From an optimization exercise on the open Yosys and OpenROAD flow, aimed at small area and a short achievable clock period; shortcuts taken in it are not production practice.
In this exercise RTL edits were held to simulation tests only and were not proved equivalent to the original.
Power is estimated from default activity; no workload was simulated.

`design/flow/run.sh`:
```
#!/bin/bash
# synth_recipe.tcl (not shown) runs the flow's synth.tcl, then flattens the netlist and writes it again
# the make line also repeats each setting of config.mk as NAME=value (left out here)
make -C /OpenROAD-flow-scripts/flow DESIGN_CONFIG=/design/flow/config.mk WORK_HOME=/design/flow/orfs CLKGATE_MAP_FILE= SYNTH_SCRIPT=/design/flow/synth_recipe.tcl finish
```
`design/flow/config.mk`:
```
export PLATFORM = sky130hd
export DESIGN_NAME = DSP_modules
export DESIGN_NICKNAME = DSP_modules
export VERILOG_FILES = /design/flow/design.v
export SDC_FILE = /design/flow/constraint.sdc
export NUM_CORES = 4
export LEC_CHECK = 0
export CAP_MARGIN = 20
export CORE_MARGIN = 2
export CORE_UTILIZATION = 40
export SLEW_MARGIN = 20
```
`design/flow/constraint.sdc`:
```
create_clock -name core_clock -period 120.0 [get_ports {clk}]
set_input_delay 24.0000 -clock core_clock [delete_from_list [all_inputs] [get_ports {clk}]]
set_output_delay 24.0000 -clock core_clock [all_outputs]
set_load 0.01 [all_outputs]
```
`design/flow/design.v`:
```
`timescale 10ns/1ns
module div_q15q16 (  
    input signed [15:0] a, b,  
    output signed [15:0] y_s,  
    output [31:0] y_u
);
	reg signed 	[15:0] reg_a_s, reg_b_s;
	reg 		[15:0] reg_a_u, reg_b_u;
	reg signed 	[31:0] reg_y_s;
	reg signed 	[31:0] reg_y_s_correct;
	reg 	 	[31:0] reg_y_u;
	always @* begin
		reg_a_s = a;
		reg_b_s = b;
		reg_a_u = a;
		reg_b_u = b;
	end
	always @* begin
        if (reg_b_u == 0)
            reg_y_u = 32'hFFFFFFFF;     
        else
            reg_y_u = (reg_a_u <<< 16) / reg_b_u;
        if (reg_b_s == 0)	
            reg_y_s = (reg_a_s[15]) ? -32768 : 32767;  
        else
			reg_y_s = (reg_a_s <<< 15) / reg_b_s;
		if (reg_y_s < -32768) 	 
				reg_y_s_correct = -32768;
         else if (reg_y_s > 32767)  
				reg_y_s_correct = 32767;
		else reg_y_s_correct = reg_y_s;
    end
   assign y_u = (reg_y_u > 32'h0000FFFF) ? 16'hFFFF : reg_y_u[15:0];  
	assign y_s = reg_y_s_correct[15:0];
endmodule
module DSP_modules
(
	input 					clk,
	input 					reset,
	output 					done,
	input 			[15:0] 	in_a,
	input 			[15:0] 	in_b,
	output 		 	[31:0] 	out_a,
	output 		 	[31:0] 	out_b
);
	reg		[15:0]	a_r, b_r;
	reg				valid_r;
	reg		[31:0]	out_a_r, out_b_r;
	reg				done_r;
	wire signed	[15:0]	y_s;
	wire		[31:0]	y_u;
	div_q15q16 div_q15q16_inst(
		.a(a_r),
		.b(b_r),
		.y_s(y_s),
		.y_u(y_u)
	);
	always @(posedge clk) begin
		a_r     <= in_a;
		b_r     <= in_b;
		out_a_r <= {{16{y_s[15]}}, y_s};
		out_b_r <= y_u;
		if (reset) begin
			valid_r <= 1'b0;
			done_r  <= 1'b0;
		end else begin
			valid_r <= 1'b1;
			done_r  <= valid_r;
		end
	end
	assign out_a = out_a_r;
	assign out_b = out_b_r;
	assign done  = done_r;
endmodule
```
==> summary.md <==
| Metric | Value |
|---|---|
| Status | complete, no violations |
| ANT nets after route | 0 |
| Post-DP HPWL | 139,000 µm |
| Seq pwr share | 0% |
| Final setup fails | 0 |
| Routability Congestion | 0.937 |
| Count of input and output buffers | 82 |
| Number of synthesized flops with an enable pin | 0 |
| P&R area growth vs syn | 9.04% |
| Vias in the first global route | 53,200 |
| Buffers & Inverters on Critical Path | 22 |
| Min cycle time layout | 110.89 ns |
| Clock power share | 0% |
| Chip width | 370 µm |
| CP endpoint kind | register |
| Post-synth design cell area | 53,500 µm² |
| DRT iter0 DRCs | 4,243 |
| Comb group | 324 mW |
| Max-cap violations | 0 |
| Setup slack after layout | 9.11 ns |
| Setup Slack @ Placement | 1.04 ns |
| Fmax | 0.00902 GHz |
| WP depth | 639 |
| Critical-path top delay cell | or4_1 |
| Yosys top cell area share | 20.9% |
| CTS tree | built |
| Critical Path Start | b_r[10] |
| Yosys top cell by area | ha_1 |
| PD cells | 5560 nW/µm² |
| Cts bufs inserted | 9 |
| Clock Root Buffer | clkbuf_16 |
| Core box area | 133,000 µm² |
| Arrival @ worst endpoint | 111.24 ns |
| WHS | 0.436 ns |
| Fill cells | 13,800 |
| Top power group | combinational logic |
| Gate power share | 100.0% |
| Skew-Pair Late Insertion Delay | 0.46 ns |
| Starting Density | 40.2% |
| I/O pin cnt | 99 |
| Total leakage power | 26.4 nW |
| Routed wire length | 180,000 µm |
| DRC | 0 |
| CP max stage delay | 0.56 ns |
| Critical Path RT | 120.35 ns |
| N_diodes | 0 |
| Top post-synthesis cells by area | ha_1 21%, a21oi_1 7.2%, xnor2_1 5.8% |
| Hold Crit Depth | 1 |
| Distinct cell type count after synthesis | 137 |
| DR WL/cell | 18.6 µm |
| Synthesized flop and latch total | 66 |
| Crit start category | register |
| Worst Max-Slew Pin Slew | 1.18 ns |
| Post-synth ARST share | 0% |
| Reg2Reg Capture Point | out_a_r[7] |
| Tcrit/Tclk final | 92.4% |
| Clk power | 0.0341 mW |
| Max-slew violation count | 0 |
| Max_slew headroom | 20.7% |
| Clock Sinks | 66 |
| R2R Path Start | b_r[10] |
| Clock Pin Slew Worst Setup and Hold Paths | 0.08 ns |
| Critical path class | reg2reg |
| Crit path top cell by count | o21a_1 |
| DR vias | 57,100 |
| CP endpoint | out_a_r[7] |
| Via density per instance | 5.90 |
| Clock Tree Buf Depth | 2 |
| Initial antenna violation count | 1 |
| Total track usage | 25.3% |
| Synth top cells by count | 894 x ha_1, 767 x a21oi_1, 732 x nor2_1 |
| Final Skew | 0.0323 ns |
| Fin util | 43.8% |
| Cts hold-fix bufs | 0 |
| Die area | 137,000 µm² |
| Die Y-Extent | 370 µm |
| Seq pwr | 0.0490 mW |
| Switching Fraction | 58.2% |
| HP Class | reg2reg |
| Main synth FF type | dfxtp_1 |
| Worst IR drop on VDD | 5500 µV |
| Power Internal | 136 mW |
| R2R depth | 639 |
| First-pass iteration count of the detailed router | 5 |
| Net Sw Power | 189 mW |
| Ys Warns | 2 |
| Syn_area_per_cell | 6.87 µm² |
| FP Rows | 134 |
| Largest net degree at the start of global routing | 54 |
| Sequential-to-total area share from yosys stat | 2.47% |
| Most common cell in the synthesized netlist | ha_1 |
| CTS H-tree lvls | 3 |
| Crit-path max FO | 53 |
| Share of cells above drive strength 1 | 8.85% |
| Hold EP | done_r |
| Final net count | 8,849 |
| First-pass GRT wire length | 284,000 µm |
| Aggregate global routing overflow | 0 |
| Post-route setup TNS | 0 ns |
| Final Hold Fails | 0 |
| Hold path start | valid_r |
| Post-Syn Instances | 7,782 |
| Crit path max-delay family | compound AO/OA/AOI/OAI gates |
| R2R setup slack | 9.11 ns |
## flip-flops by register name (all words and copies together), names as in the netlist
register and cells:
done_r 1, a_r 16, b_r 16, out_b_r 16, out_a_r 16, valid_r 1
## stage by stage
stage	instance area [µm²]	std cells	total power [mW]
after floorplan	54000	7933	326
after global placement	56800	9611	288
after detailed placement	56800	9611	291
after CTS	57100	9627	292
after global routing	58300	9692	339
final	58300	9692	324
## repair_timing
| item | CTS | global route |
|---|---|---|
| gates resized for setup | 0 | 241 |
| endpoints found under the setup margin | 0 | 19 |
| setup buffers | 0 | 60 |
## metal layers
metal  vias to the layer above  track usage [%]  routed length (µm)
met2                      1509             42.2               81900
met4                         0             7.90                5280
li1                      28800                -                   -
met3                       272             2.20                9310
met1                     26600             34.1               83600
met5                         -                0                   0
## logic make-up after synthesis
kind of cell    synth area share (%)
xor+xnor                        8.86
compound gates                  30.5
fa+ha+maj                       21.0
simple gates                    25.5
other cells                   0.0140
mux                             6.34
buf+inv                         5.26
flops                           2.47
## cells in the final DEF (no fill, tap or decap), types with 241 or more instances in the layout
cell type and count:
ha_1 892, mux2_2 241, nand2b_1 275, xnor2_1 342, a21o_1 388, inv_1 426, o21ai_0 436, nor2_1 725
a21oi_1 747, nor3_1 271, nand2_1 551
## area by class of cell
| cell class | instances | area, µm² | share of cell area [%] |
|---|---|---|---|
| multi-input combinational | 7165 | 50700 | 86.9 |
| tap | 1768 | 2210 | 3.79 |
| timing repair buffer | 239 | 2130 | 3.66 |
| inverter | 437 | 1670 | 2.86 |
| sequential | 66 | 1330 | 2.28 |
| clock buffer | 12 | 246 | 0.423 |
| clock inverter | 4 | 51.3 | 0.0880 |
| timing repair inverter | 1 | 5.00 | 0.00858 |

[what the ideal ports hide]
In the flow no input, the clock included, has a driving cell. The finished layout below was timed again as built, in two steps.
Step 1: set_driving_cell puts a clkbuf_16 on clk and a buf_2 on each other input, an assumption about the parent block.
Step 2 adds t to the input delays and takes it off the output delays; t is the mean of the earliest and latest rising clock arrival at the registers after step 1. Input paths then give back, and output paths get back, about the clock's delay inside the block.
Slacks: no drivers / after step 1 / after step 2; pairs: no drivers / after step 1.
t (ns): 0.509
setup WS [ns]: 9.114 / 9.114 / 9.114
worst setup path at the end: register to register
worst data-port slew with drivers (ns): 0.05
cell pins on the clock port's net: 1
After both steps setup and hold are still met in this run. For this run, drivers alone change the setup slack by 0.000 ns; drivers and shift together by 0.000 ns.
